What follows belongs to an exercise in optimizing a design on an open flow for small area; a production flow would make more cautious choices. No functional check of the RTL was part of any run shown here.

File: design/flow/config.mk
export PLATFORM = sky130hd
export DESIGN_NAME = htop
export DESIGN_NICKNAME = htop
export VERILOG_FILES = /design/flow/design.v
export SDC_FILE = /design/flow/constraint.sdc
export NUM_CORES = 4
export LEC_CHECK = 0
export CAP_MARGIN = 20
export CORE_MARGIN = 2
export CORE_UTILIZATION = 40
export SLEW_MARGIN = 20
File: design/flow/constraint.sdc
create_clock -name core_clock -period 6.5 [get_ports {clk_scl}]
set_input_delay 1.3000 -clock core_clock [delete_from_list [all_inputs] [get_ports {clk_scl}]]
set_output_delay 1.3000 -clock core_clock [all_outputs]
set_load 0.01 [all_outputs]
File: design/flow/design.v
module pixel_process (
    input  [7:0] a,
    input  [7:0] b,
    input  [7:0] c,
    input  [7:0] d,
    input        set1,
    output [7:0] y);
wire [7:0] na = ~a, nb = ~b, nd = ~d;
wire n0 = !set1 & a[0];
wire n1 = !set1 & a[1];
wire n2 = !set1 & a[2];
wire n3 = set1 ? c[0] : a[3];
wire n4 = set1 ? c[1] : a[4];
wire n5 = set1 ? c[2] : a[5];
wire n6 = set1 ? c[3] : a[6];
wire n7 = set1 ? c[4] : a[7];
wire n8 = set1 & c[5];
wire n9 = set1 & c[6];
wire n10 = set1 & c[7];
wire n11 = !set1 & b[0];
wire n12 = set1 ? d[0] : b[1];
wire n13 = set1 ? d[1] : b[2];
wire n14 = set1 ? d[2] : b[3];
wire n15 = set1 ? d[3] : b[4];
wire n16 = set1 ? d[4] : b[5];
wire n17 = set1 ? d[5] : b[6];
wire n18 = set1 ? d[6] : b[7];
wire n19 = set1 & d[7];
wire n20 = !set1 & nb[0];
wire n21 = set1 ? na[0] : nb[1];
wire n22 = set1 ? na[1] : nb[2];
wire n23 = set1 ? na[2] : nb[3];
wire n24 = set1 ? na[3] : nb[4];
wire n25 = set1 ? na[4] : nb[5];
wire n26 = set1 ? na[5] : nb[6];
wire n27 = set1 ? na[6] : nb[7];
wire n28 = set1 & na[7];
wire n29 = !set1 & c[0];
wire n30 = !set1 & c[1];
wire n31 = set1 ? c[0] : c[2];
wire n32 = set1 ? c[1] : c[3];
wire n33 = set1 ? c[2] : c[4];
wire n34 = set1 ? c[3] : c[5];
wire n35 = set1 ? c[4] : c[6];
wire n36 = set1 ? c[5] : c[7];
wire n37 = set1 & c[6];
wire n38 = set1 & c[7];
wire n39 = !set1 & nd[0];
wire n40 = set1 ? na[0] : nd[1];
wire n41 = set1 ? na[1] : nd[2];
wire n42 = set1 ? na[2] : nd[3];
wire n43 = set1 ? na[3] : nd[4];
wire n44 = set1 ? na[4] : nd[5];
wire n45 = set1 ? na[5] : nd[6];
wire n46 = set1 ? na[6] : nd[7];
wire n47 = set1 & na[7];
wire n48 = set1 & nb[0];
wire n49 = set1 & nb[1];
wire n50 = set1 & nb[2];
wire n51 = set1 & nb[3];
wire n52 = set1 & nb[4];
wire n53 = set1 & nb[5];
wire n54 = set1 & nb[6];
wire n55 = set1 & nb[7];
wire n56 = set1 & nb[0];
wire n57 = set1 & nb[1];
wire n58 = set1 & nb[2];
wire n59 = set1 & nb[3];
wire n60 = set1 & nb[4];
wire n61 = set1 & nb[5];
wire n62 = set1 & nb[6];
wire n63 = set1 & nb[7];
wire n64 = set1 & c[0];
wire n65 = set1 & c[1];
wire n66 = set1 & c[2];
wire n67 = set1 & c[3];
wire n68 = set1 & c[4];
wire n69 = set1 & c[5];
wire n70 = set1 & c[6];
wire n71 = set1 & c[7];
wire n72 = set1 & nd[0];
wire n73 = set1 & nd[1];
wire n74 = set1 & nd[2];
wire n75 = set1 & nd[3];
wire n76 = set1 & nd[4];
wire n77 = set1 & nd[5];
wire n78 = set1 & nd[6];
wire n79 = set1 & nd[7];
wire n80 = !na[0];
wire n81 = !na[7];
wire n82 = !b[4];
wire n83 = !b[7];
wire n84 = !b[7];
wire n85 = !b[7];
wire n86, n87;
assign {n87, n86} = na[4] + c[5];
wire n88, n89;
assign {n89, n88} = na[5] + c[6] + n7;
wire n90, n91;
assign {n91, n90} = n17 + n23 + n32;
wire n92, n93;
assign {n93, n92} = na[6] + c[7] + n8;
wire n94, n95;
assign {n95, n94} = n18 + n24 + n33;
wire n96, n97;
assign {n97, n96} = n47 + n49;
wire n98, n99;
assign {n99, n98} = b[0] + n9 + n19;
wire n100, n101;
assign {n101, n100} = n25 + n34 + n50;
wire n102, n103;
assign {n103, n102} = b[1] + n10 + n26;
wire n104, n105;
assign {n105, n104} = na[1] + c[2] + n3;
wire n106, n107;
assign {n107, n106} = na[2] + c[3] + n4;
wire n108, n109;
assign {n109, n108} = n14 + n20 + n29;
wire n110, n111;
assign {n111, n110} = na[3] + c[4] + n5;
wire n112, n113;
assign {n113, n112} = n15 + n21 + n30;
wire n114, n115;
assign {n115, n114} = n44 + n58;
wire n116, n117;
assign {n117, n116} = n86 + n6 + n16;
wire n118, n119;
assign {n119, n118} = n22 + n31 + n45;
wire n120, n121;
assign {n121, n120} = n59 + n73 + set1;
wire n122, n123;
assign {n123, n122} = n88 + n90 + n46;
wire n124, n125;
assign {n125, n124} = n48 + n60 + n64;
wire n126, n127;
assign {n127, n126} = n74 + set1 + n87;
wire n128, n129;
assign {n129, n128} = n92 + n94 + n96;
wire n130, n131;
assign {n131, n130} = n61 + n65 + n75;
wire n132, n133;
assign {n133, n132} = !set1 + n89 + n91;
wire n134, n135;
assign {n135, n134} = n98 + n100 + n62;
wire n136, n137;
assign {n137, n136} = n66 + n76 + n81;
wire n138, n139;
assign {n139, n138} = n93 + n95 + n97;
wire n140, n141;
assign {n141, n140} = n102 + n35 + n51;
wire n142, n143;
assign {n143, n142} = n63 + n67 + n77;
wire n144, n145;
assign {n145, n144} = na[7] + n99 + n101;
wire n146, n147;
assign {n147, n146} = b[2] + n27 + n36;
wire n148, n149;
assign {n149, n148} = n52 + n68 + n78;
wire n150, n151;
assign {n151, n150} = !set1 + n103;
wire n152, n153;
assign {n153, n152} = b[3] + n28 + n37;
wire n154, n155;
assign {n155, n154} = n53 + n69 + n79;
wire n156, n157;
assign {n157, n156} = c[0] + n1;
wire n158, n159;
assign {n159, n158} = c[1] + n2 + n12;
wire n160, n161;
assign {n161, n160} = n104 + n13 + n42;
wire n162, n163;
assign {n163, n162} = n56 + set1;
wire n164, n165;
assign {n165, n164} = n106 + n108 + n43;
wire n166, n167;
assign {n167, n166} = n57 + !set1 + n105;
wire n168, n169;
assign {n169, n168} = n110 + n112 + n114;
wire n170, n171;
assign {n171, n170} = n72 + n107 + n109;
wire n172, n173;
assign {n173, n172} = n116 + n118 + n120;
wire n174, n175;
assign {n175, n174} = n111 + n113 + n115;
wire n176, n177;
assign {n177, n176} = n122 + n124 + n126;
wire n178, n179;
assign {n179, n178} = n117 + n119 + n121;
wire n180, n181;
assign {n181, n180} = n128 + n130 + n132;
wire n182, n183;
assign {n183, n182} = n123 + n125 + n127;
wire n184, n185;
assign {n185, n184} = n134 + n136 + n138;
wire n186, n187;
assign {n187, n186} = n129 + n131 + n133;
wire n188, n189;
assign {n189, n188} = n140 + n142 + n144;
wire n190, n191;
assign {n191, n190} = n135 + n137 + n139;
wire n192, n193;
assign {n193, n192} = n146 + n148 + n150;
wire n194, n195;
assign {n195, n194} = n141 + n143 + n145;
wire n196, n197;
assign {n197, n196} = n152 + n154 + set1;
wire n198, n199;
assign {n199, n198} = n147 + n149 + n151;
wire n200, n201;
assign {n201, n200} = n38 + n54 + n70;
wire n202, n203;
assign {n203, n202} = n82 + n153 + n155;
wire n204, n205;
assign {n205, n204} = b[5] + n55 + n71;
wire n206, n207;
assign {n207, n206} = !set1 + b[4];
wire n208, n209;
assign {n209, n208} = n156 + n11;
wire n210, n211;
assign {n211, n210} = n158 + n41 + n80;
wire n212, n213;
assign {n213, n212} = n160 + n162 + na[0];
wire n214, n215;
assign {n215, n214} = n164 + n166 + n161;
wire n216, n217;
assign {n217, n216} = n168 + n170 + n165;
wire n218, n219;
assign {n219, n218} = n172 + n174 + n169;
wire n220, n221;
assign {n221, n220} = n176 + n178 + n173;
wire n222, n223;
assign {n223, n222} = n180 + n182 + n177;
wire n224, n225;
assign {n225, n224} = n184 + n186 + n181;
wire n226, n227;
assign {n227, n226} = n188 + n190 + n185;
wire n228, n229;
assign {n229, n228} = n192 + n194 + n189;
wire n230, n231;
assign {n231, n230} = n196 + n198 + n193;
wire n232, n233;
assign {n233, n232} = n200 + n202 + n197;
wire n234, n235;
assign {n235, n234} = n204 + n206 + n201;
wire n236, n237;
assign {n237, n236} = b[6] + !set1 + n205;
wire n238, n239;
assign {n239, n238} = n0 + n39;
wire n240, n241;
assign {n241, n240} = n208 + n40 + set1;
wire n242, n243;
assign {n243, n242} = n210 + n157 + n209;
wire n244, n245;
assign {n245, n244} = n212 + n159 + n211;
wire n246, n247;
assign {n247, n246} = n214 + n163 + n213;
wire n248, n249;
assign {n249, n248} = n216 + n167 + n215;
wire n250, n251;
assign {n251, n250} = n218 + n171 + n217;
wire n252, n253;
assign {n253, n252} = n220 + n175 + n219;
wire n254, n255;
assign {n255, n254} = n222 + n179 + n221;
wire n256, n257;
assign {n257, n256} = n224 + n183 + n223;
wire n258, n259;
assign {n259, n258} = n226 + n187 + n225;
wire n260, n261;
assign {n261, n260} = n228 + n191 + n227;
wire n262, n263;
assign {n263, n262} = n230 + n195 + n229;
wire n264, n265;
assign {n265, n264} = n232 + n199 + n231;
wire n266, n267;
assign {n267, n266} = n234 + n203 + n233;
wire n268, n269;
assign {n269, n268} = n236 + n207 + n235;
wire n270, n271;
assign {n271, n270} = n83 + n237;
wire [18:0] sx = {n85, n84, n270, n268, n266, n264, n262, n260, n258, n256, n254, n252, n250, n248, n246, n244, n242, n240, n238};
wire [18:0] sy = {1'b0, n271, n269, n267, n265, n263, n261, n259, n257, n255, n253, n251, n249, n247, n245, n243, n241, n239, !set1};
wire [18:0] g = sx & sy, p = sx ^ sy;
wire G0 = g[1] | (p[1] & g[0]);
wire G1 = g[3] | (p[3] & g[2]);
wire P1 = p[3] & p[2];
wire G2 = g[5] | (p[5] & g[4]);
wire P2 = p[5] & p[4];
wire G3 = g[7] | (p[7] & g[6]);
wire P3 = p[7] & p[6];
wire G4 = g[9] | (p[9] & g[8]);
wire P4 = p[9] & p[8];
wire G5 = g[11] | (p[11] & g[10]);
wire P5 = p[11] & p[10];
wire G6 = g[13] | (p[13] & g[12]);
wire P6 = p[13] & p[12];
wire G7 = g[15] | (p[15] & g[14]);
wire P7 = p[15] & p[14];
wire G8 = g[17] | (p[17] & g[16]);
wire P8 = p[17] & p[16];
wire G9 = G1 | (P1 & G0);
wire G10 = G3 | (P3 & G2);
wire P10 = P3 & P2;
wire G11 = G5 | (P5 & G4);
wire P11 = P5 & P4;
wire G12 = G7 | (P7 & G6);
wire P12 = P7 & P6;
wire G13 = G10 | (P10 & G9);
wire G14 = G12 | (P12 & G11);
wire P14 = P12 & P11;
wire G15 = G14 | (P14 & G13);
wire G16 = g[2] | (p[2] & G0);
wire G17 = g[4] | (p[4] & G9);
wire G18 = G2 | (P2 & G9);
wire G19 = g[6] | (p[6] & G18);
wire G20 = g[8] | (p[8] & G13);
wire G21 = G4 | (P4 & G13);
wire G22 = g[10] | (p[10] & G21);
wire G23 = G11 | (P11 & G13);
wire G24 = g[12] | (p[12] & G23);
wire G25 = G6 | (P6 & G23);
wire G26 = g[14] | (p[14] & G25);
wire G27 = g[16] | (p[16] & G15);
wire G28 = G8 | (P8 & G15);
wire G29 = g[18] | (p[18] & G28);
wire [18:0] s = {p[18] ^ G28, p[17] ^ G27, p[16] ^ G15, p[15] ^ G26, p[14] ^ G25, p[13] ^ G24, p[12] ^ G23, p[11] ^ G22, p[10] ^ G21, p[9] ^ G20, p[8] ^ G13, p[7] ^ G19, p[6] ^ G18, p[5] ^ G17, p[4] ^ G9, p[3] ^ G16, p[2] ^ G0, p[1] ^ g[0], p[0]};
assign y = s[18] ? 8'd0 : (s[17] ? 8'd255 : s[16:9]);
endmodule
module htop (
    rst_n_scl,clk_scl,
    scl_i_vsync,scl_i_hsync,
    scl_i_data_r,scl_i_data_g,scl_i_data_b,
    scl_cfg_mode,scl_cfg_rsz,scl_cfg_flt,scl_i_data_en,
    scl_o_vsync,scl_o_hsync,
    scl_o_data_en,
    scl_o_data_r,scl_o_data_g,scl_o_data_b);
input rst_n_scl,clk_scl;
input scl_i_vsync,scl_i_hsync;
input [7:0] scl_i_data_r,scl_i_data_g,scl_i_data_b;
input scl_i_data_en,scl_cfg_mode,scl_cfg_rsz;
input [1:0] scl_cfg_flt;
output scl_o_vsync,scl_o_hsync;
output scl_o_data_en;
output [7:0] scl_o_data_r,scl_o_data_g,scl_o_data_b;
reg [7:0] r0,r1,r2,r3,r4,r5,ro;
reg [7:0] g0,g1,g2,g3,g4,g5,go;
reg [7:0] b0,b1,b2,b3,b4,b5,bo;
reg e0,e1,e2,e3,e4;         
reg k2,k3,k4,k5,ko;         
reg [1:0] cnt;              
reg [5:0] vsync_d,hsync_d;
reg vo,ho;
reg set1, rev;
wire mode = scl_cfg_mode;
wire keep1 = !mode || (scl_cfg_rsz ? (cnt == 2'd0) : !cnt[0]);
wire ldr = mode & k2;
wire ldg = mode & k3;
wire ldb = mode & k4;
wire [7:0] xa = k3 ? g4 : r3;
wire [7:0] xb = k3 ? g3 : r2;
wire [7:0] xc = k3 ? g2 : r1;
wire [7:0] xd0 = k3 ? g1 : r0;
wire xf = k3 ? e2 : e1;
wire [7:0] xd = xf ? xd0 : xc;
wire [7:0] yx;
pixel_process ux(
    .a(rev ? xd : xa), .b(rev ? xc : xb), .c(rev ? xb : xc), .d(rev ? xa : xd),
    .set1(set1), .y(yx));
wire [7:0] yd = e3 ? b2 : b3;
wire [7:0] yy;
pixel_process uy(
    .a(rev ? yd : b5), .b(rev ? b3 : b4), .c(rev ? b4 : b3), .d(rev ? b5 : yd),
    .set1(set1), .y(yy));
wire fr = e1 & !e2;    
wire fg = e2 & !e3;
wire fb = e3 & !e4;
always @(posedge clk_scl) begin
    if (scl_i_data_en) begin
        r0 <= scl_i_data_r;
        g0 <= scl_i_data_g;
        b0 <= scl_i_data_b;
    end
    r1 <= r0; r2 <= r1;
    r3 <= ldr ? yx : (fr ? r1 : r2);
    r4 <= r3; r5 <= r4; ro <= r5;
    g1 <= g0; g2 <= g1; g3 <= g2;
    g4 <= ldg ? yx : (fg ? g2 : g3);
    g5 <= g4; go <= g5;
    b1 <= b0; b2 <= b1; b3 <= b2; b4 <= b3;
    b5 <= ldb ? yy : (fb ? b3 : b4);
    bo <= b5;
    cnt <= (e0 & e1) ? cnt + 2'd1 : 2'd0;
    set1 <= scl_cfg_flt[0] ^ scl_cfg_flt[1];
    rev <= scl_cfg_flt[1];
    e1 <= e0; e2 <= e1; e3 <= e2; e4 <= e3;
end
always @(posedge clk_scl or negedge rst_n_scl) begin
    if (!rst_n_scl) begin
        e0 <= 0;
        k2 <= 0; k3 <= 0; k4 <= 0; k5 <= 0; ko <= 0;
        vsync_d <= 0; hsync_d <= 0; vo <= 0; ho <= 0;
    end else begin
        e0 <= scl_i_data_en;
        k2 <= e1 & keep1; k3 <= k2; k4 <= k3; k5 <= k4; ko <= k5;
        vsync_d <= {vsync_d[4:0], scl_i_vsync};
        hsync_d <= {hsync_d[4:0], scl_i_hsync};
        vo <= vsync_d[5];
        ho <= hsync_d[5];
    end
end
assign scl_o_data_r = ro;
assign scl_o_data_g = go;
assign scl_o_data_b = bo;
assign scl_o_data_en = ko;
assign scl_o_vsync = vo;
assign scl_o_hsync = ho;
endmodule
File: design/flow/run.sh
#!/bin/bash
# synth_recipe.tcl (not shown) runs the flow's synth.tcl, then flattens the netlist and writes it again
# the make line also repeats each setting of config.mk as NAME=value (left out here)
make -C /OpenROAD-flow-scripts/flow DESIGN_CONFIG=/design/flow/config.mk WORK_HOME=/design/flow/orfs CLKGATE_MAP_FILE= SYNTH_SCRIPT=/design/flow/synth_recipe.tcl finish
==> out/results.tsv, run 1 <==
stage	metric	value	unit
critical_path	cp-start-kind	flop	
sta	finalSetupViolations	0	
critical_path	crit_fanout	9	
min_path	min_path_type	flop to flop	
critical_path	crit_type	flop to flop	
drt	wl_per_cell	17.6	microns
global_route	grt_usage	0.185	
clock_tree	htreeDepth	4	
synth	synth_flop_cell	dfxtp_1	
global_route	grt_first_pass_wirelength	46200	microns
sta	worst_slew_pin_slew	1100	ps
synth	avgSynthCellArea	11.1	sq um
clock_tree	cts.sinks	196	
synth	ys_seq_area_frac	0.339	
synth	ys_ff_latch	196	
die	core_area	30700	sq um
synth	ys_types	56	
sta	finalCriticalPeriod	6280	ps
clock_tree	cts_tree	done	
clock_tree	cts_root_buf	clkbuf_16	
drt	wirelength	29400	microns
job	cap_violations	0	
global_route	antenna_found_initial	0	
drt	num_vias	8223	
die	io_pins	60	
sta	finalClockSkew	13.3	ps
placed_design	dp_hpwl	24400	microns
run_status	status	complete, no violations	
drt	drc	0	
die	die_w	181	microns
sta	fmax	0.159	GHz
placed_design	numPortBuffers	59	
sta	slew_violations	0	
min_path	hp-start	b1[7]	
finish	nNetsFinal	1526	
clock_tree	numCtsBuffers	17	
drt	drt-vias-per-instance	4.92	
die	die_h	181	microns
placed_design	dpl-instance-area	14100	sq um
finish	stdcell_area	15000	sq um
finish	diodes	0	
placed_design	place_ws	-179	ps
synth	netlist.area_leader.share	0.274	
critical_path	crit_path_start	k3	
clock_tree	hold_buffers	0	
critical_path	worst_setup_path_end_kind	flop	
critical_path	r2r-start	k3	
synth	ys_warn_count	1	
global_route	grt_max_degree	47	
synth	netlist_area	12600	sq um
synth	yosysTopAreaCell	fa_1	
sta	hold_viol_final	0	
sta	slew_headroom	0.268	
finish	area_delta_synth_final	19.2	%
global_route	globalRoute.totalOverflow	0	
clock_tree	clock_path_buffers	2	
critical_path	cp.required	6850	ps
die	core.rowCount	64	
die	die_area	32900	sq um
synth	syn_nets	1399	
die	start_util	0.409	
sta	fin_ws	220	ps
synth	netlist_top_cells_area	fa_1 27%, dfxtp_1 24%, edfxtp_1 5.7%	
sta	period_share	0.966	
critical_path	critPathArrivalTime	6630	ps
finish	drive_gt1_frac	0.169	
placed_design	gp_congestion	0.895	
synth	synth_enable_flop_cells	24	
synth	synthCells	1137	
sta	hold_slack	325	ps
drt	drtIter0Drc	490	
drt	drtAntennaViolNets	0	
clock_tree	clk_pin_slew	80	ps
global_route	grt_pass1_vias	8444	
drt	firstDrtPassIters	5	
clock_tree	clk_latency	430	ps
synth	async_flop_share	0.102	
finish	fill_cells	2839	
[cell usage in the layout, fill, tap and decap left out, types with 21 or more instances in the layout]
cell	instances
a21oi_1	35
and2_1	21
buf_4	87
clkdlybuf4s50_1	59
dfxtp_1	146
edfxtp_1	24
fa_1	169
ha_1	55
inv_1	174
mux2_2	26
mux2i_1	56
nand2_1	89
nor2_1	62
o21ai_0	41
o22ai_1	24
[cells by family (layout without fill, tap and decap cells)]
| logic type | count (synthesis) | count (layout) | synth area share |
|---|---|---|---|
| AO/OA/AOI/OAI | 168 | 168 | 0.0815 |
| flip-flops | 196 | 196 | 0.339 |
| adder cells (fa/ha/maj) | 229 | 229 | 0.331 |
| buffers and inverters | 219 | 359 | 0.0676 |
| multiplexers | 99 | 99 | 0.0963 |
| AND/OR/NAND/NOR | 214 | 214 | 0.0765 |
| XOR/XNOR | 12 | 12 | 0.00836 |
[stage by stage]
step / setup TNS (ps) / std cells / utilization
2_1_floorplan: 0 / 1137 / -
4_1_cts: 0 / 1662 / 0.479
3_5_place_dp: -2110 / 1629 / 0.458
5_1_grt: -15.9 / 1673 / 0.488
3_3_place_gp: -372 / 1629 / 0.458
6_report: 0 / 1673 / 0.488
[Yosys cell counts (2+ instances only)]
| library cell | instances |
|---|---|
| a211oi_1 | 6 |
| a21boi_0 | 6 |
| a21o_1 | 5 |
| a21oi_1 | 44 |
| a22oi_1 | 2 |
| and2_1 | 21 |
| and3_1 | 4 |
| buf_1 | 10 |
| buf_2 | 10 |
| buf_6 | 2 |
| clkbuf_1 | 21 |
| dfrtp_1 | 20 |
| dfxtp_1 | 152 |
| edfxtp_1 | 24 |
| fa_1 | 172 |
| ha_1 | 57 |
| inv_1 | 175 |
| mux2_2 | 26 |
| mux2i_1 | 58 |
| mux4_2 | 15 |
| nand2_1 | 91 |
| nand2b_1 | 5 |
| nand3_1 | 4 |
| nand3b_1 | 3 |
| nor2_1 | 63 |
| nor2b_1 | 9 |
| nor3_1 | 3 |
| nor4_1 | 2 |
| o211ai_1 | 2 |
| o21a_1 | 11 |
| o21ai_0 | 52 |
| o21bai_1 | 2 |
| o22ai_1 | 24 |
| or2_2 | 4 |
| xnor2_1 | 6 |
| xor2_1 | 6 |
[final timing paths]
check	endpoint	slack, ps	depth (start not counted)
max in group asynchronous	k3	4580	1
setup / recovery	r3[0]	220	24
setup reg to reg	r3[0]	220	24
min in group asynchronous	hsync_d[3]	1350	1
hold / removal	b2[7]	320	0
hold reg to reg	b2[7]	320	0
[per-layer routing]
metal  GRT usage  wire (microns)  vias to the layer above
met2       0.294           13600                      182
met1       0.267           14100                     4076
met5           0               0                        -
li1            -               -                     3948
met3      0.0294            1470                       17
met4      0.0380             252                        0
[critical path: stages, from the launching register on]
cell and delay [ps]:
dfrtp_2 430, buf_12 160, buf_6 150, a211oi_2 180, a21oi_2 90, o21a_1 200
nand2_1 90, o21ai_1 90, fa_1 520, inv_1 50, fa_1 530, inv_1 50
fa_1 450, fa_1 500, fa_1 550, inv_1 40, ha_2 360, and3_2 230
o211ai_1 80, o32a_1 420, nand2_2 120, fa_2 320, xor2_4 280, o21ai_1 110
o22ai_1 200
[cell type report]
type                            count  area, sq um  share of cell area
Multi-Input combinational cell    722         7630               0.509
Sequential cell                   196         4280               0.285
Timing Repair Buffer              151         1330              0.0888
Inverter                          176          661              0.0441
Tap cell                          396          495              0.0330
Clock buffer                       18          450              0.0300
Clock inverter                     14          150              0.0100
[timing repair]
action / CTS / global route
gates cloned: 0 / 1
pin swaps: 2 / 17
resized for setup: 9 / 43
endpoints found under the setup margin: 24 / 24
buffers inserted: 1 / 10
==> run 2: changes to the inputs <==
==> design/flow/flow/run.sh (new file) <==
#!/bin/bash
# The standard layout (the standard.sh, standard synthesis unchanged), with the port
# buffers made from the smallest buffer cell, and non-critical gates downsized after global routing. make's full output goes to layout.log here;
# each ORFS step also keeps its own log under orfs/logs/.
set -euo pipefail
export BUFFER_PORTS_ARGS="-buffer_cell sky130_fd_sc_hd__buf_1"
export RECOVER_POWER=100
bash standard.sh > layout.log 2>&1
==> design/flow/standard.sh (new file) <==
#!/bin/bash
# synth_recipe.tcl (not shown) runs the flow's synth.tcl, then flattens the netlist and writes it again
# the make line also repeats each setting of config.mk as NAME=value (left out here)
make -C /OpenROAD-flow-scripts/flow DESIGN_CONFIG=/design/flow/config.mk WORK_HOME=/design/flow/orfs CLKGATE_MAP_FILE= SYNTH_SCRIPT=/design/flow/synth_recipe.tcl "${@:-finish}"
--- a/design/flow/config.mk
+++ b/design/flow/config.mk
@@ -8,4 +8,5 @@
 export CAP_MARGIN = 20
 export CORE_MARGIN = 2
 export CORE_UTILIZATION = 40
+export CTS_BUF_LIST = sky130_fd_sc_hd__clkbuf_8
 export SLEW_MARGIN = 20
removed: design/flow/run.sh
==> out/results.tsv, run 2 <==
stage	metric	value	unit
clock_tree	clock_path_buffers	2	
clock_tree	hold_buffers	0	
die	die_h	181	microns
finish	final_common_cell	inv_1	
finish	multi_input_area	7650	sq um
finish	final_cells	1673	
placed_design	place_ws	-249	ps
finish	diodes	0	
critical_path	cp-start-kind	flop	
synth	ys_warn_count	1	
job	cap_violations	0	
global_route	antenna_found_initial	0	
clock_tree	clk_pin_slew	120	ps
synth	synthAdderAreaFrac	0.331	
clock_tree	clk_latency	480	ps
critical_path	crit_type	flop to flop	
drt	wirelength	29000	microns
sta	hold_slack	333	ps
clock_tree	htreeDepth	4	
critical_path	path_common_cell	fa_1	
synth	synth-simple-area-share	0.0765	
synth	synth_commonest_cells	175 x inv_1, 172 x fa_1, 152 x dfxtp_1, 91 x nand2_1, 63 x nor2_1	
synth	synthXorXnorAreaFrac	0.00836	
drt	num_vias	8330	
finish	regArea	4280	sq um
sta	finalCriticalPeriod	6270	ps
global_route	grt_usage	0.183	
sta	fmax	0.160	GHz
finish	nNetsFinal	1526	
synth	synth_top_family_by_area	adder cells	
sta	period_share	0.964	
die	die_area	32900	sq um
synth	synth.most_common_cell	inv_1	
die	start_util	0.409	
sta	finalClockSkew	15.7	ps
drt	drtAntennaViolNets	0	
synth	ys_seq_area_frac	0.339	
drt	drc	0	
synth	ys_types	56	
critical_path	critical-path-max-stage-delay	560	ps
critical_path	cp.required	6900	ps
global_route	grt_pass1_vias	8751	
global_route	grt_max_degree	49	
critical_path	cpLargestDelayFamily	adder cells	
synth	ys_ff_latch	196	
drt	drtIter0Drc	506	
drt	drt-vias-per-instance	4.98	
min_path	min_path_type	flop to flop	
critical_path	crit_fanout	8	
critical_path	reg2reg_slack	230	ps
synth	netlist.area_leader.share	0.274	
synth	avgSynthCellArea	11.1	sq um
drt	wl_per_cell	17.3	microns
clock_tree	cts_root_buf	clkbuf_8	
global_route	globalRoute.totalOverflow	0	
clock_tree	cts.sinks	196	
drt	firstDrtPassIters	5	
critical_path	critPathBufInv	5	
sta	fin_ws	232	ps
synth	netlist_top_cells_area	fa_1 27%, dfxtp_1 24%, edfxtp_1 5.7%	
critical_path	slowest_stage	fa_1	
clock_tree	cts_tree	done	
clock_tree	numCtsBuffers	17	
die	io_pins	60	
sta	worst_slew_pin_slew	1050	ps
placed_design	placed_cells	1630	
die	core_area	30700	sq um
die	die_w	181	microns
critical_path	path_cells	clkbuf_16, buf_4, mux4_2, nand2_4, fa_1, inv_1, fa_1, inv_1, fa_1, fa_1, fa_1, inv_1, ha_4, and3_4, o211ai_1, o32a_1, nand2_2, fa_2, xor2_4, o21ai_0, o22ai_1	
finish	area_delta_synth_final	15.4	%
synth	muxShareOfSynthArea	0.0963	
synth	synth_flop_cell	dfxtp_1	
finish	final_cell_mix	174 x inv_1, 171 x fa_1, 147 x dfxtp_1	
global_route	grt_first_pass_wirelength	46200	microns
synth	netlist_area	12600	sq um
critical_path	critPathArrivalTime	6670	ps
synth	yosysTopAreaCell	fa_1	
die	core.rowCount	64	
synth	syn_nets	1399	
run_status	status	complete, no violations	
synth	synthCells	1137	
critical_path	worst_setup_path_end_kind	flop	
sta	finalSetupViolations	0	
placed_design	numPortBuffers	59	
finish	drive_gt1_frac	0.171	
sta	slew_violations	0	
finish	fill_cells	2892	
placed_design	dp_hpwl	24200	microns
synth	async_flop_share	0.102	
synth	synth-compound-area-share	0.0815	
synth	synth_enable_flop_cells	24	
sta	slew_headroom	0.295	
placed_design	gp_congestion	0.918	
sta	hold_viol_final	0	
-- run 2: cell counts after synthesis --
Identical to the previous run, type by type.
-- run 2: what timing repair did --
| action | in CTS | in global routing |
|---|---|---|
| setup endpoints to repair | 20 | 24 |
| pin swaps | 1 | 14 |
| gates cloned | 0 | 2 |
| buffers inserted | 0 | 9 |
| resized for setup | 10 | 45 |
-- run 2: layout make-up --
class	count	share of cell area
clock buffers	17	0.0161
clock inverters	15	0.0127
inverters	176	0.0455
multi-input cells	722	0.528
flip-flops and latches	196	0.295
well taps	396	0.0342
repair buffers	151	0.0688
-- run 2: final timing paths --
check | endpoint | cells past startpoint | startpoint
setup / recovery | r3[1] | 21 | k3
hold / removal | ro[7] | 0 | r5[7]
setup reg to reg | r3[1] | 21 | k3
hold reg to reg | ro[7] | 0 | r5[7]
max in group asynchronous | k3 | 1 | rst_n_scl
min in group asynchronous | vo | 1 | rst_n_scl
-- run 2: worst register-to-register path, stage by stage (launching register included) --
cell       delay [ps]
dfrtp_2           490
clkbuf_16         200
buf_4             160
mux4_2            420
nand2_4            90
fa_1              550
inv_1              50
fa_1              550
inv_1              60
fa_1              520
fa_1              440
fa_1              560
inv_1             100
ha_4              290
and3_4            200
o211ai_1           80
o32a_1            420
nand2_2           130
fa_2              330
xor2_4            260
o21ai_0           130
o22ai_1           180
-- run 2: cells by family (layout without fill, tap and decap cells) --
group,count (synthesis),count (layout)
compound gates,168,168
xor+xnor,12,12
fa+ha+maj,229,229
buf+inv,219,359
flops,196,196
mux,99,99
simple gates,214,214
-- run 2: through the flow --
step / TNS, ps / util / area [sq um]
3_5_place_dp: -2690 / 0.447 / 13700
4_1_cts: 0 / 0.462 / 14200
3_3_place_gp: -1170 / 0.447 / 13700
6_report: 0 / 0.472 / 14500
5_1_grt: -12.8 / 0.472 / 14500
2_1_floorplan: 0 / - / 12600
-- run 2: per-layer routing --
layer | GRT usage | wire length (microns)
met5 | 0 | 0
met4 | 0.0481 | 571
met3 | 0.0292 | 1500
met2 | 0.294 | 13500
met1 | 0.259 | 13400
==> run 3: changes to the inputs <==
--- a/design/flow/design.v
+++ b/design/flow/design.v
@@ -280,50 +280,7 @@
 assign {n271, n270} = n83 + n237;
 wire [18:0] sx = {n85, n84, n270, n268, n266, n264, n262, n260, n258, n256, n254, n252, n250, n248, n246, n244, n242, n240, n238};
 wire [18:0] sy = {1'b0, n271, n269, n267, n265, n263, n261, n259, n257, n255, n253, n251, n249, n247, n245, n243, n241, n239, !set1};
-wire [18:0] g = sx & sy, p = sx ^ sy;
-wire G0 = g[1] | (p[1] & g[0]);
-wire G1 = g[3] | (p[3] & g[2]);
-wire P1 = p[3] & p[2];
-wire G2 = g[5] | (p[5] & g[4]);
-wire P2 = p[5] & p[4];
-wire G3 = g[7] | (p[7] & g[6]);
-wire P3 = p[7] & p[6];
-wire G4 = g[9] | (p[9] & g[8]);
-wire P4 = p[9] & p[8];
-wire G5 = g[11] | (p[11] & g[10]);
-wire P5 = p[11] & p[10];
-wire G6 = g[13] | (p[13] & g[12]);
-wire P6 = p[13] & p[12];
-wire G7 = g[15] | (p[15] & g[14]);
-wire P7 = p[15] & p[14];
-wire G8 = g[17] | (p[17] & g[16]);
-wire P8 = p[17] & p[16];
-wire G9 = G1 | (P1 & G0);
-wire G10 = G3 | (P3 & G2);
-wire P10 = P3 & P2;
-wire G11 = G5 | (P5 & G4);
-wire P11 = P5 & P4;
-wire G12 = G7 | (P7 & G6);
-wire P12 = P7 & P6;
-wire G13 = G10 | (P10 & G9);
-wire G14 = G12 | (P12 & G11);
-wire P14 = P12 & P11;
-wire G15 = G14 | (P14 & G13);
-wire G16 = g[2] | (p[2] & G0);
-wire G17 = g[4] | (p[4] & G9);
-wire G18 = G2 | (P2 & G9);
-wire G19 = g[6] | (p[6] & G18);
-wire G20 = g[8] | (p[8] & G13);
-wire G21 = G4 | (P4 & G13);
-wire G22 = g[10] | (p[10] & G21);
-wire G23 = G11 | (P11 & G13);
-wire G24 = g[12] | (p[12] & G23);
-wire G25 = G6 | (P6 & G23);
-wire G26 = g[14] | (p[14] & G25);
-wire G27 = g[16] | (p[16] & G15);
-wire G28 = G8 | (P8 & G15);
-wire G29 = g[18] | (p[18] & G28);
-wire [18:0] s = {p[18] ^ G28, p[17] ^ G27, p[16] ^ G15, p[15] ^ G26, p[14] ^ G25, p[13] ^ G24, p[12] ^ G23, p[11] ^ G22, p[10] ^ G21, p[9] ^ G20, p[8] ^ G13, p[7] ^ G19, p[6] ^ G18, p[5] ^ G17, p[4] ^ G9, p[3] ^ G16, p[2] ^ G0, p[1] ^ g[0], p[0]};
+wire [18:0] s = sx + sy;
 assign y = s[18] ? 8'd0 : (s[17] ? 8'd255 : s[16:9]);
 endmodule
 module htop (
@@ -350,8 +307,7 @@
 reg [1:0] cnt;              
 reg [5:0] vsync_d,hsync_d;
 reg vo,ho;
-reg set1, rev;
-wire mode = scl_cfg_mode;
+reg mode, set1, rev;
 wire keep1 = !mode || (scl_cfg_rsz ? (cnt == 2'd0) : !cnt[0]);
 wire ldr = mode & k2;
 wire ldg = mode & k3;
@@ -390,6 +346,7 @@
     b5 <= ldb ? yy : (fb ? b3 : b4);
     bo <= b5;
     cnt <= (e0 & e1) ? cnt + 2'd1 : 2'd0;
+    mode <= scl_cfg_mode;
     set1 <= scl_cfg_flt[0] ^ scl_cfg_flt[1];
     rev <= scl_cfg_flt[1];
     e1 <= e0; e2 <= e1; e3 <= e2; e4 <= e3;
==> design/flow/run.sh (new file) <==
#!/bin/bash
# synth_recipe.tcl (not shown) runs the flow's synth.tcl, then flattens the netlist and writes it again
# the make line also repeats each setting of config.mk as NAME=value (left out here)
make -C /OpenROAD-flow-scripts/flow DESIGN_CONFIG=/design/flow/config.mk WORK_HOME=/design/flow/orfs CLKGATE_MAP_FILE= SYNTH_SCRIPT=/design/flow/synth_recipe.tcl finish
--- a/design/flow/config.mk
+++ b/design/flow/config.mk
@@ -7,6 +7,6 @@
 export LEC_CHECK = 0
 export CAP_MARGIN = 20
 export CORE_MARGIN = 2
-export CORE_UTILIZATION = 40
+export CORE_UTILIZATION = 60
 export CTS_BUF_LIST = sky130_fd_sc_hd__clkbuf_8
 export SLEW_MARGIN = 20
removed: design/flow/flow/run.sh
removed: design/flow/standard.sh
==> out/results.tsv, run 3 <==
stage	metric	value	unit
drt	drt-vias-per-instance	5.48	
sta	period_share	0.960	
finish	diodes	0	
clock_tree	cts_tree	done	
critical_path	cp.required	6850	ps
placed_design	placed_cells	1581	
critical_path	critPathBufInv	3	
clock_tree	clk_latency	450	ps
synth	synth-compound-area-share	0.109	
synth	netlist.area_leader.share	0.251	
clock_tree	cts_root_buf	clkbuf_8	
clock_tree	hold_buffers	0	
drt	drtIter0Drc	514	
run_status	status	complete, no violations	
synth	avgSynthCellArea	10.5	sq um
critical_path	path_common_cell	fa_1	
sta	slew_headroom	0.370	
die	die_w	152	microns
sta	finalCriticalPeriod	6240	ps
die	io_pins	60	
synth	ys_seq_area_frac	0.328	
sta	hold_viol_final	0	
clock_tree	clk_pin_slew	110	ps
clock_tree	numCtsBuffers	17	
critical_path	worst_setup_path_end_kind	flop	
drt	wirelength	29900	microns
placed_design	dp_hpwl	24600	microns
synth	synth-simple-area-share	0.0938	
synth	synthAdderAreaFrac	0.306	
global_route	grt_usage	0.272	
job	cap_violations	0	
synth	synth.most_common_cell	inv_1	
drt	firstDrtPassIters	7	
critical_path	crit_fanout	22	
synth	synth_commonest_cells	187 x inv_1, 164 x fa_1, 153 x dfxtp_1, 102 x nand2_1, 77 x o21ai_0	
die	core_area	21600	sq um
synth	ys_types	77	
min_path	min_path_type	flop to flop	
synth	ys_warn_count	1	
critical_path	crit_path_start	k3	
critical_path	path_cells	buf_12, mux2_2, o21ai_1, inv_1, nand2_1, o21a_1, fa_1, fa_1, fa_1, fa_1, fa_1, inv_1, ha_1, a211oi_1, o21bai_1, o22ai_2, o31a_1, nand4b_2, o21a_1, o21a_1	
synth	netlist_top_cells_area	fa_1 25%, dfxtp_1 23%, edfxtp_1 5.5%	
global_route	grt_first_pass_wirelength	46700	microns
drt	wl_per_cell	18.5	microns
synth	yosysTopAreaCell	fa_1	
critical_path	r2r-start	k3	
die	core.rowCount	54	
global_route	globalRoute.totalOverflow	0	
sta	finalClockSkew	11.7	ps
synth	netlist_area	13100	sq um
clock_tree	cts.sinks	197	
synth	ys_ff_latch	197	
synth	synthCells	1247	
placed_design	numPortBuffers	59	
finish	fill_cells	1759	
critical_path	cpLargestDelayFamily	adder cells	
global_route	antenna_found_initial	0	
finish	final_common_cell	inv_1	
finish	final_cells	1614	
finish	drive_gt1_frac	0.128	
global_route	grt_pass1_vias	9023	
global_route	grt_max_degree	107	
critical_path	slowest_stage	fa_1	
finish	final_cell_mix	186 x inv_1, 164 x fa_1, 150 x dfxtp_1	
clock_tree	htreeDepth	4	
sta	rsz0062_at_grt	no	
critical_path	cp-start-kind	flop	
sta	worst_slew_pin_slew	943	ps
finish	area_delta_synth_final	12.0	%
drt	num_vias	8838	
synth	synth_top_family_by_area	adder cells	
critical_path	critPathArrivalTime	6590	ps
min_path	hp-start	r4[1]	
critical_path	critical-path-max-stage-delay	570	ps
die	die_h	152	microns
clock_tree	clock_path_buffers	2	
die	die_area	23000	sq um
synth	synth_enable_flop_cells	24	
drt	drtAntennaViolNets	0	
die	start_util	0.605	
finish	stdcell_area	14600	sq um
finish	nNetsFinal	1575	
placed_design	gp_congestion	0.955	
sta	hold_slack	332	ps
synth	synthXorXnorAreaFrac	0.0119	
sta	slew_violations	0	
placed_design	dpl-instance-area	14200	sq um
sta	fmax	0.160	GHz
sta	tns	0	ps
synth	async_flop_share	0.102	
critical_path	crit_type	flop to flop	
drt	drc	0	
synth	synth_flop_cell	dfxtp_1	
synth	syn_nets	1501	
synth	muxShareOfSynthArea	0.0808	
sta	finalSetupViolations	0	
==> run 3: changes by cell type after synthesis, sizes merged, moves of 12 or more <==
cell   change
o22ai     -22
mux4      -13
mux2      +20
o21ai     +29
a21oi     +17
nand2     +12
==> run 3: worst paths after layout <==
kind,end,slack [ps],cells past startpoint
worst min register to register,r5[1],330,0
worst max-delay path,r3[2],260,20
max in group asynchronous,k3,4490,1
min in group asynchronous,vsync_d[0],1360,1
worst min-delay path,r5[1],330,0
worst max register to register,r3[2],260,20
==> run 3: cell type report <==
cell class,count,area [sq um],share of cell area
Multi-Input combinational cell,813,7880,0.538
Sequential cell,197,4290,0.293
Timing Repair Buffer,105,986,0.0673
Clock inverter,15,200,0.0137
Clock buffer,17,234,0.0160
Inverter,187,702,0.0479
Tap cell,280,350,0.0239
==> run 3: layer usage <==
metal / up-vias / global-route usage / share of wire
met1: 4366 / 0.313 / 0.39
met4: 0 / 0.0931 / 0.033
met2: 211 / 0.523 / 0.55
li1: 4207 / - / -
met3: 54 / 0.0302 / 0.029
met5: - / 0 / 0
==> run 3: logic make-up (layout without fill, tap and decap cells) <==
family | count (synthesis) | after routing
AO/OA/AOI/OAI | 219 | 219
buffers and inverters | 237 | 324
flip-flops | 197 | 197
adder cells (fa/ha/maj) | 221 | 221
AND/OR/NAND/NOR | 261 | 261
XOR/XNOR | 16 | 16
multiplexers | 96 | 96
==> run 3: worst reg2reg max path, stage by stage (launching register included) <==
cell and delay [ps]:
dfrtp_2 430, buf_12 190, mux2_2 380, o21ai_1 200, inv_1 80, nand2_1 180, o21a_1 170, fa_1 430
fa_1 570, fa_1 460, fa_1 530, fa_1 550, inv_1 40, ha_1 270, a211oi_1 300, o21bai_1 140
o22ai_2 300, o31a_1 200, nand4b_2 230, o21a_1 290, o21a_1 190
==> run 3: through the flow <==
stage / setup slack (ps) / utilization
after detailed placement: 58.9 / 0.655
after global placement: 179 / 0.655
after CTS: 26.0 / 0.675
final: 261 / 0.677
after floorplan: 138 / -
after global routing: 6.59 / 0.677
==> run 3: timing repair <==
item / 4_1_cts / 5_1_grt
resized for setup: 0 / 17
setup buffers: 0 / 0
endpoints found under the setup margin: 0 / 20
==> run 4: changes to the inputs <==
--- a/design/flow/config.mk
+++ b/design/flow/config.mk
@@ -7,6 +7,6 @@
 export LEC_CHECK = 0
 export CAP_MARGIN = 20
 export CORE_MARGIN = 2
-export CORE_UTILIZATION = 60
+export CORE_UTILIZATION = 40
 export CTS_BUF_LIST = sky130_fd_sc_hd__clkbuf_8
 export SLEW_MARGIN = 20
==> out/results.tsv, run 4 <==
stage	metric	value	unit
synth	syn_nets	1501	
clock_tree	cts_resized	0	
global_route	grt_max_degree	53	
synth	synth_enable_flop_cells	24	
global_route	globalRoute.totalOverflow	0	
clock_tree	clk_latency	480	ps
drt	drtIter0Drc	625	
global_route	antenna_found_initial	0	
sta	finalSetupViolations	0	
job	cap_violations	0	
die	die_w	185	microns
clock_tree	clock_path_buffers	2	
sta	period_share	0.953	
synth	yosysTopAreaCell	fa_1	
die	die_h	185	microns
clock_tree	clk_pin_slew	100	ps
drt	num_vias	8668	
finish	area_delta_synth_final	12.6	%
finish	fill_cells	3123	
drt	drt-vias-per-instance	4.90	
sta	finalCriticalPeriod	6200	ps
synth	async_flop_share	0.102	
sta	tns	0	ps
min_path	min_path_type	flop to flop	
synth	ys_types	77	
sta	hold_slack	333	ps
drt	drtAntennaViolNets	0	
critical_path	cp-start-kind	flop	
finish	final_common_cell	inv_1	
clock_tree	post-cts-setup-buffers	0	
sta	worst_slew_pin_slew	923	ps
sta	hold_viol_final	0	
global_route	grt_pass1_vias	9081	
drt	wirelength	31000	microns
run_status	status	complete, no violations	
clock_tree	cts_tree	done	
global_route	grt_first_pass_wirelength	49500	microns
die	io_pins	60	
sta	fin_ws	305	ps
finish	final_cell_mix	186 x inv_1, 164 x fa_1, 149 x dfxtp_1	
placed_design	gp_congestion	0.889	
sta	rsz0062_at_grt	no	
drt	firstDrtPassIters	6	
synth	synthCells	1247	
sta	slew_violations	0	
synth	synth.most_common_cell	inv_1	
finish	stdcell_area	14700	sq um
drt	drc	0	
synth	netlist_top_cells_area	fa_1 25%, dfxtp_1 23%, edfxtp_1 5.5%	
synth	synth_flop_cell	dfxtp_1	
synth	ys_warn_count	1	
synth	ys_ff_latch	197	
critical_path	critPathArrivalTime	6590	ps
critical_path	crit_type	flop to flop	
drt	wl_per_cell	17.5	microns
critical_path	slowest_stage	fa_1	
critical_path	crit_fanout	35	
sta	slew_headroom	0.384	
critical_path	worst_setup_path_end_kind	flop	
clock_tree	numCtsBuffers	17	
die	die_area	34200	sq um
critical_path	path_cells	buf_12, mux2_2, or2_2, o21a_1, nand2_1, fa_1, inv_1, fa_1, inv_1, fa_1, fa_1, fa_1, inv_1, ha_1, a21o_1, a221oi_1, o21ai_0, a221oi_2, xnor2_1, o21ai_1, o21ai_0	
synth	netlist.area_leader.share	0.251	
finish	drive_gt1_frac	0.123	
finish	diodes	0	
critical_path	path_common_cell	fa_1	
clock_tree	cts.sinks	197	
sta	fmax	0.161	GHz
critical_path	cp.required	6900	ps
die	start_util	0.404	
synth	netlist_area	13100	sq um
sta	finalClockSkew	20.4	ps
clock_tree	cts_root_buf	clkbuf_8	
finish	nNetsFinal	1569	
clock_tree	hold_buffers	0	
synth	ys_seq_area_frac	0.328	
placed_design	place_ws	156	ps
placed_design	dpl-instance-area	14300	sq um
die	core.rowCount	66	
die	core_area	32400	sq um
critical_path	critical-path-max-stage-delay	560	ps
global_route	grt_usage	0.192	
clock_tree	htreeDepth	4	
synth	avgSynthCellArea	10.5	sq um
placed_design	dp_hpwl	25600	microns
synth	synth_commonest_cells	187 x inv_1, 164 x fa_1, 153 x dfxtp_1, 102 x nand2_1, 77 x o21ai_0	
placed_design	numPortBuffers	59	
-- run 4: cell counts after synthesis --
No cell type changed its count.
-- run 4: path summary, 6_finish.rpt --
check                           from    end  slack (ps)  depth (start not counted)
max                               k3  g4[6]         300                         21
min                            b1[5]  b2[5]         330                          0
max reg2reg                       k3  g4[6]         300                         21
min reg2reg                    b1[5]  b2[5]         330                          0
max in group asynchronous  rst_n_scl     k5        4650                          1
min in group asynchronous  rst_n_scl     k2        1310                          1
-- run 4: final cells by class --
cell class / instances / area (sq um) / share of cell area
Clock buffer: 17 / 234 / 0.0159
Clock inverter: 15 / 139 / 0.00943
Inverter: 187 / 702 / 0.0477
Multi-Input combinational cell: 813 / 7890 / 0.535
Sequential cell: 197 / 4290 / 0.291
Tap cell: 442 / 553 / 0.0375
Timing Repair Buffer: 99 / 923 / 0.0627
-- run 4: cell families after synthesis --
logic type      after synthesis  share of synthesized area
flops                       197                      0.328
buf+inv                     237                     0.0713
compound gates              219                      0.109
xor+xnor                     16                     0.0119
mux                          96                     0.0807
simple gates                261                     0.0938
fa+ha+maj                   221                      0.306
-- run 4: critical path, delay by kind of cell (launching register included) --
family	cells	cell delay, ps
fa+ha+maj	6	2690
compound gates	7	1440
simple gates	2	500
buf+inv	4	460
flops	1	400
mux	1	400
xor+xnor	1	220
-- run 4: stage by stage --
stage / utilization / cells
global placement: 0.443 / 1738
floorplan: - / 1247
finish: 0.455 / 1770
CTS: 0.454 / 1770
detailed placement: 0.443 / 1738
global route: 0.455 / 1770
-- run 4: per-layer routing --
metal	track usage	part of all wire	vias up	routed length, microns
li1	-	-	4193	-
met1	0.242	0.44	4288	13700
met2	0.349	0.52	154	16000
met3	0.0262	0.026	33	820
met4	0.0451	0.017	0	520
met5	0	0	-	0
==> run 5: changes to the inputs <==
==> design/flow/flow/run.sh (new file) <==
#!/bin/bash
# The standard layout (the standard.sh, standard synthesis unchanged), with the port
# buffers made from the smallest buffer cell. make's full output goes to layout.log here;
# each ORFS step also keeps its own log under orfs/logs/.
set -euo pipefail
export BUFFER_PORTS_ARGS="-buffer_cell sky130_fd_sc_hd__buf_1"
bash standard.sh > layout.log 2>&1
==> design/flow/standard.sh (new file) <==
#!/bin/bash
# synth_recipe.tcl (not shown) runs the flow's synth.tcl, then flattens the netlist and writes it again
# the make line also repeats each setting of config.mk as NAME=value (left out here)
make -C /OpenROAD-flow-scripts/flow DESIGN_CONFIG=/design/flow/config.mk WORK_HOME=/design/flow/orfs CLKGATE_MAP_FILE= SYNTH_SCRIPT=/design/flow/synth_recipe.tcl "${@:-finish}"
removed: design/flow/run.sh
==> out/results.tsv, run 5 <==
stage	metric	value	unit
min_path	min_path_type	flop to flop	
synth	ys_seq_area_frac	0.328	
die	die_w	185	microns
global_route	grt_max_degree	70	
drt	firstDrtPassIters	7	
sta	fin_ws	298	ps
critical_path	crit_type	flop to flop	
job	cap_violations	0	
critical_path	cp.required	6880	ps
clock_tree	htreeDepth	4	
synth	synth_flop_cell	dfxtp_1	
die	start_util	0.404	
clock_tree	clk_pin_slew	120	ps
placed_design	dp_hpwl	25300	microns
placed_design	numPortBuffers	59	
synth	ys_ff_latch	197	
critical_path	critPathArrivalTime	6580	ps
drt	wl_per_cell	17.3	microns
synth	synthCells	1247	
synth	synth_commonest_cells	187 x inv_1, 164 x fa_1, 153 x dfxtp_1, 102 x nand2_1, 77 x o21ai_0	
critical_path	worst_setup_path_end_kind	flop	
finish	stdcell_area	14500	sq um
drt	drt-vias-per-instance	4.94	
global_route	grt_pass1_vias	9150	
critical_path	r2r_cells	20	
placed_design	dpl-instance-area	14000	sq um
synth	avgSynthCellArea	10.5	sq um
drt	drc	0	
sta	hold_viol_final	0	
global_route	antenna_found_initial	0	
synth	netlist_top_cells_area	fa_1 25%, dfxtp_1 23%, edfxtp_1 5.5%	
synth	netlist.area_leader.share	0.251	
finish	final_cell_mix	186 x inv_1, 164 x fa_1, 150 x dfxtp_1	
synth	synth_enable_flop_cells	24	
finish	drive_gt1_frac	0.125	
synth	yosysTopAreaCell	fa_1	
drt	num_vias	8769	
critical_path	crit_fanout	22	
die	die_h	185	microns
clock_tree	hold_buffers	0	
synth	synth.most_common_cell	inv_1	
sta	tns	0	ps
sta	worst_slew_pin_slew	954	ps
die	die_area	34200	sq um
clock_tree	clk_latency	470	ps
sta	fmax	0.161	GHz
sta	period_share	0.954	
synth	syn_nets	1501	
sta	finalSetupViolations	0	
clock_tree	cts_tree	done	
die	core_area	32400	sq um
clock_tree	clock_path_buffers	2	
synth	ys_types	77	
sta	hold_slack	331	ps
sta	slew_violations	0	
clock_tree	numCtsBuffers	17	
finish	diodes	0	
synth	netlist_area	13100	sq um
run_status	status	complete, no violations	
finish	fill_cells	3170	
placed_design	place_ws	157	ps
synth	async_flop_share	0.102	
synth	ys_warn_count	1	
drt	wirelength	30700	microns
global_route	globalRoute.totalOverflow	0	
finish	nNetsFinal	1574	
clock_tree	cts.sinks	197	
min_path	whs_path_depth	0	
drt	drtAntennaViolNets	0	
sta	finalClockSkew	20.3	ps
die	io_pins	60	
placed_design	gp_congestion	0.893	
global_route	grt_first_pass_wirelength	49300	microns
critical_path	cp-start-kind	flop	
finish	final_common_cell	inv_1	
sta	finalCriticalPeriod	6200	ps
finish	area_delta_synth_final	10.7	%
global_route	grt_usage	0.191	
sta	rsz0062_at_grt	no	
drt	drtIter0Drc	614	
die	core.rowCount	66	
sta	slew_headroom	0.363	
clock_tree	cts_root_buf	clkbuf_8	
run 5: logic make-up after synthesis:
logic type | count (synthesis) | synth area share
mux | 96 | 0.0807
flops | 197 | 0.328
compound gates | 219 | 0.109
buf+inv | 237 | 0.0713
simple gates | 261 | 0.0938
xor+xnor | 16 | 0.0119
fa+ha+maj | 221 | 0.306
run 5: stage by stage:
stage,instances,util
2_1_floorplan,1247,-
3_3_place_gp,1741,0.432
3_5_place_dp,1741,0.432
4_1_cts,1773,0.445
5_1_grt,1775,0.447
6_report,1775,0.447
run 5: final cells by class:
class | instances | area, sq um | area share
inverter | 187 | 702 | 0.0485
clock inverter | 14 | 179 | 0.0124
multi-input combinational | 813 | 7880 | 0.544
tap | 442 | 553 | 0.0382
sequential | 197 | 4290 | 0.296
clock buffer | 18 | 248 | 0.0171
timing repair buffer | 104 | 628 | 0.0434
run 5: path summary, 6_finish.rpt:
| kind | from | end | slack, ps |
|---|---|---|---|
| min in group asynchronous | rst_n_scl | k3 | 770 |
| setup / recovery | k3 | r3[2] | 300 |
| hold / removal | r4[4] | r5[4] | 330 |
| setup reg to reg | k3 | r3[2] | 300 |
| max in group asynchronous | rst_n_scl | k3 | 5390 |
| hold reg to reg | r4[4] | r5[4] | 330 |
run 5: per-layer routing:
metal  track usage  vias to the layer above  wire, microns
li1              -                     4204              -
met1         0.245                     4324          13400
met2         0.331                      202          15500
met3        0.0281                       39           1070
met4        0.0597                        0            792
met5             0                        -              0
run 5: timing repair:
item,in CTS,in global routing
setup buffers,0,1
gates resized for setup,0,17
endpoints found under the setup margin,0,16
run 5: worst max-delay path: stages (launching register included):
cell	delay [ps]
dfrtp_2	440
buf_12	190
mux2_2	360
o21ai_1	200
inv_1	80
nand2_1	140
o21a_1	160
fa_1	470
fa_1	580
fa_1	450
fa_1	520
fa_1	540
inv_1	40
ha_1	290
a211oi_1	300
o21bai_1	160
o22ai_4	270
o31a_1	220
nand4b_2	240
o21a_1	270
o21a_1	180
==> run 6: changes to the inputs <==
==> design/flow/flow/run.sh (replaced) <==
#!/bin/bash
# The standard layout (the standard.sh, standard synthesis unchanged), with the port
# buffers made from the smallest buffer cell, and non-critical gates downsized after global routing. make's full output goes to layout.log here;
# each ORFS step also keeps its own log under orfs/logs/.
set -euo pipefail
export BUFFER_PORTS_ARGS="-buffer_cell sky130_fd_sc_hd__buf_1"
export RECOVER_POWER=100
bash standard.sh > layout.log 2>&1
==> out/results.tsv, run 6 <==
stage	metric	value	unit
sta	finalCriticalPeriod	6210	ps
global_route	grt_pass1_vias	9150	
synth	synth_enable_flop_cells	24	
finish	finish.utilization	0.447	
die	io_pins	60	
global_route	globalRoute.totalOverflow	0	
min_path	min_path_type	flop to flop	
global_route	grt_first_pass_wirelength	49300	microns
critical_path	cp.required	6880	ps
die	die_area	34200	sq um
placed_design	place_ws	157	ps
finish	final_common_cell	inv_1	
die	die_h	185	microns
sta	slew_headroom	0.0797	
critical_path	cpLargestDelayFamily	adder cells	
drt	drtIter0Drc	572	
global_route	use_met3	0.0281	
synth	synth.most_common_cell	inv_1	
synth	ys_ff_latch	197	
job	cap_violations	0	
min_path	hold_end	r5[4]	
drt	firstDrtPassIters	5	
drt	drc	0	
critical_path	crit_type	flop to flop	
global_route	met1_usage	0.245	
critical_path	critPathBufInv	1	
sta	finalSetupViolations	0	
drt	drtAntennaViolNets	0	
sta	fin_ws	293	ps
placed_design	numPortBuffers	59	
synth	ys_types	77	
synth	yosysTopAreaCell	fa_1	
global_route	grt_usage	0.191	
synth	avgSynthCellArea	10.5	sq um
sta	hold_slack	331	ps
critical_path	critical-path-max-stage-delay	640	ps
sta	worst_slew_pin_slew	1380	ps
placed_design	dpl-instance-area	14000	sq um
critical_path	crit_fanout	9	
finish	final_cells	1775	
drt	wl_per_cell	17.3	microns
finish	drive_gt1_frac	0.122	
sta	fmax	0.161	GHz
placed_design	gp_congestion	0.893	
critical_path	path_common_cell	fa_1	
clock_tree	cts_tree	done	
clock_tree	hold_buffers	0	
synth	syn_nets	1501	
critical_path	path_cells	mux2i_1, nand2_1, o21ai_0, and2_1, or2_2, fa_1, fa_1, fa_1, fa_1, fa_1, inv_1, ha_1, a21oi_4, nand3_1, o22a_2, a31oi_4, or4b_1, o2111a_1, o31ai_2	
critical_path	r2r-start	e3	
sta	finalClockSkew	18.3	ps
finish	nNetsFinal	1574	
die	start_util	0.404	
drt	drt-vias-per-instance	4.94	
clock_tree	cts.sinks	197	
critical_path	reg2reg_slack	290	ps
finish	area_delta_synth_final	10.5	%
min_path	whs_path_depth	0	
sta	tns	0	ps
clock_tree	cts_root_buf	clkbuf_8	
sta	hold_viol_final	0	
synth	netlist_area	13100	sq um
critical_path	worst_setup_path_end_kind	flop	
synth	netlist.area_leader.share	0.251	
clock_tree	numCtsBuffers	17	
placed_design	dp_hpwl	25300	microns
critical_path	cp-start-kind	flop	
finish	final_cell_mix	186 x inv_1, 164 x fa_1, 150 x dfxtp_1	
synth	netlist_top_cells_area	fa_1 25%, dfxtp_1 23%, edfxtp_1 5.5%	
drt	num_vias	8763	
synth	ys_warn_count	1	
die	core.rowCount	66	
global_route	grt_busiest_layer	met2	
die	core_area	32400	sq um
sta	rsz0062_at_grt	no	
global_route	grt_max_degree	70	
clock_tree	clock_path_buffers	2	
die	die_w	185	microns
synth	synth_commonest_cells	187 x inv_1, 164 x fa_1, 153 x dfxtp_1, 102 x nand2_1, 77 x o21ai_0	
global_route	use_met2	0.331	
synth	synth_flop_cell	dfxtp_1	
sta	slew_violations	0	
min_path	hp-start	r4[4]	
synth	ys_seq_area_frac	0.328	
critical_path	r2r_cells	19	
clock_tree	clk_pin_slew	110	ps
critical_path	critPathArrivalTime	6590	ps
placed_design	placed_cells	1741	
run_status	status	complete, no violations	
finish	diodes	0	
critical_path	slowest_stage	dfxtp_1	
clock_tree	htreeDepth	4	
drt	wirelength	30700	microns
global_route	antenna_found_initial	0	
finish	stdcell_area	14500	sq um
clock_tree	clk_latency	470	ps
critical_path	r2r-end	b5[7]	
synth	async_flop_share	0.102	
sta	period_share	0.955	
synth	synthCells	1247	
-- run 6: layout make-up --
type / count / area, sq um
Multi-Input combinational cell: 813 / 7860
Clock buffer: 18 / 248
Sequential cell: 197 / 4290
Inverter: 187 / 702
Fill cell: 3173 / 17900
Clock inverter: 14 / 179
Timing Repair Buffer: 104 / 619
Tap cell: 442 / 553
-- run 6: worst max path at each step --
| stage | start | to | slack, ps | cells past startpoint |
|---|---|---|---|---|
| 2_1_floorplan | set1 | g4[0] | 140 | 20 |
| 3_3_place_gp | k3 | g4[0] | 250 | 20 |
| 3_5_place_dp | k3 | r3[1] | 160 | 20 |
| 4_1_cts | k3 | r3[1] | 130 | 20 |
| 5_1_grt | k3 | r3[3] | 5 | 20 |
| 6_report | e3 | b5[7] | 290 | 19 |
-- run 6: kinds of logic (layout without fill, tap and decap cells) --
family | after synthesis | in the layout | share of synthesized area
adder cells (fa/ha/maj) | 221 | 221 | 0.306
AND/OR/NAND/NOR | 261 | 261 | 0.0938
multiplexers | 96 | 96 | 0.0807
AO/OA/AOI/OAI | 219 | 219 | 0.109
XOR/XNOR | 16 | 16 | 0.0119
flip-flops | 197 | 197 | 0.328
buffers and inverters | 237 | 323 | 0.0713
-- run 6: metal layers --
layer,wire length [microns],vias up
li1,-,4204
met5,0,-
met3,953,44
met4,822,0
met1,13500,4333
met2,15400,182
-- run 6: repair_timing --
item / in CTS / in global routing
resized for setup: 0 / 17
buffers inserted: 0 / 1
endpoints found under the hold margin: 0 / 0
endpoints found under the setup margin: 0 / 16

## static timing again, ports no longer ideal
The flow's constraints put no driver on any port. The routed layouts listed below were extracted and timed again, unchanged, in two steps. Step 1: set_driving_cell puts a clkbuf_16 on clk_scl and a buf_2 on each other input, an assumption about the parent block. Step 2, shift: input delay + t, output delay - t, t = (earliest + latest rising clock arrival at the registers) / 2. This alone moves slack from input paths to output paths. a / b / c = ideal / step 1 / step 2; a / b = the first two.
run | t, ns | setup WS [ns] | worst setup path at the end | worst data-port slew with drivers (ns)
run 1 | 0.473 | 0.220 / 0.220 / 0.220 | register to register | 0.04
run 2 | 0.509 | 0.232 / 0.232 / 0.232 | register to register | 0.04
run 3 | 0.483 | 0.261 / 0.261 / 0.261 | register to register | 0.04
run 4 | 0.514 | 0.305 / 0.305 / 0.305 | register to register | 0.06
run 5 | 0.504 | 0.298 / 0.298 / 0.298 | register to register | 0.06
run 6 | 0.502 | 0.293 / 0.293 / 0.293 | register to register | 0.06
After both steps every run listed still meets setup and hold.
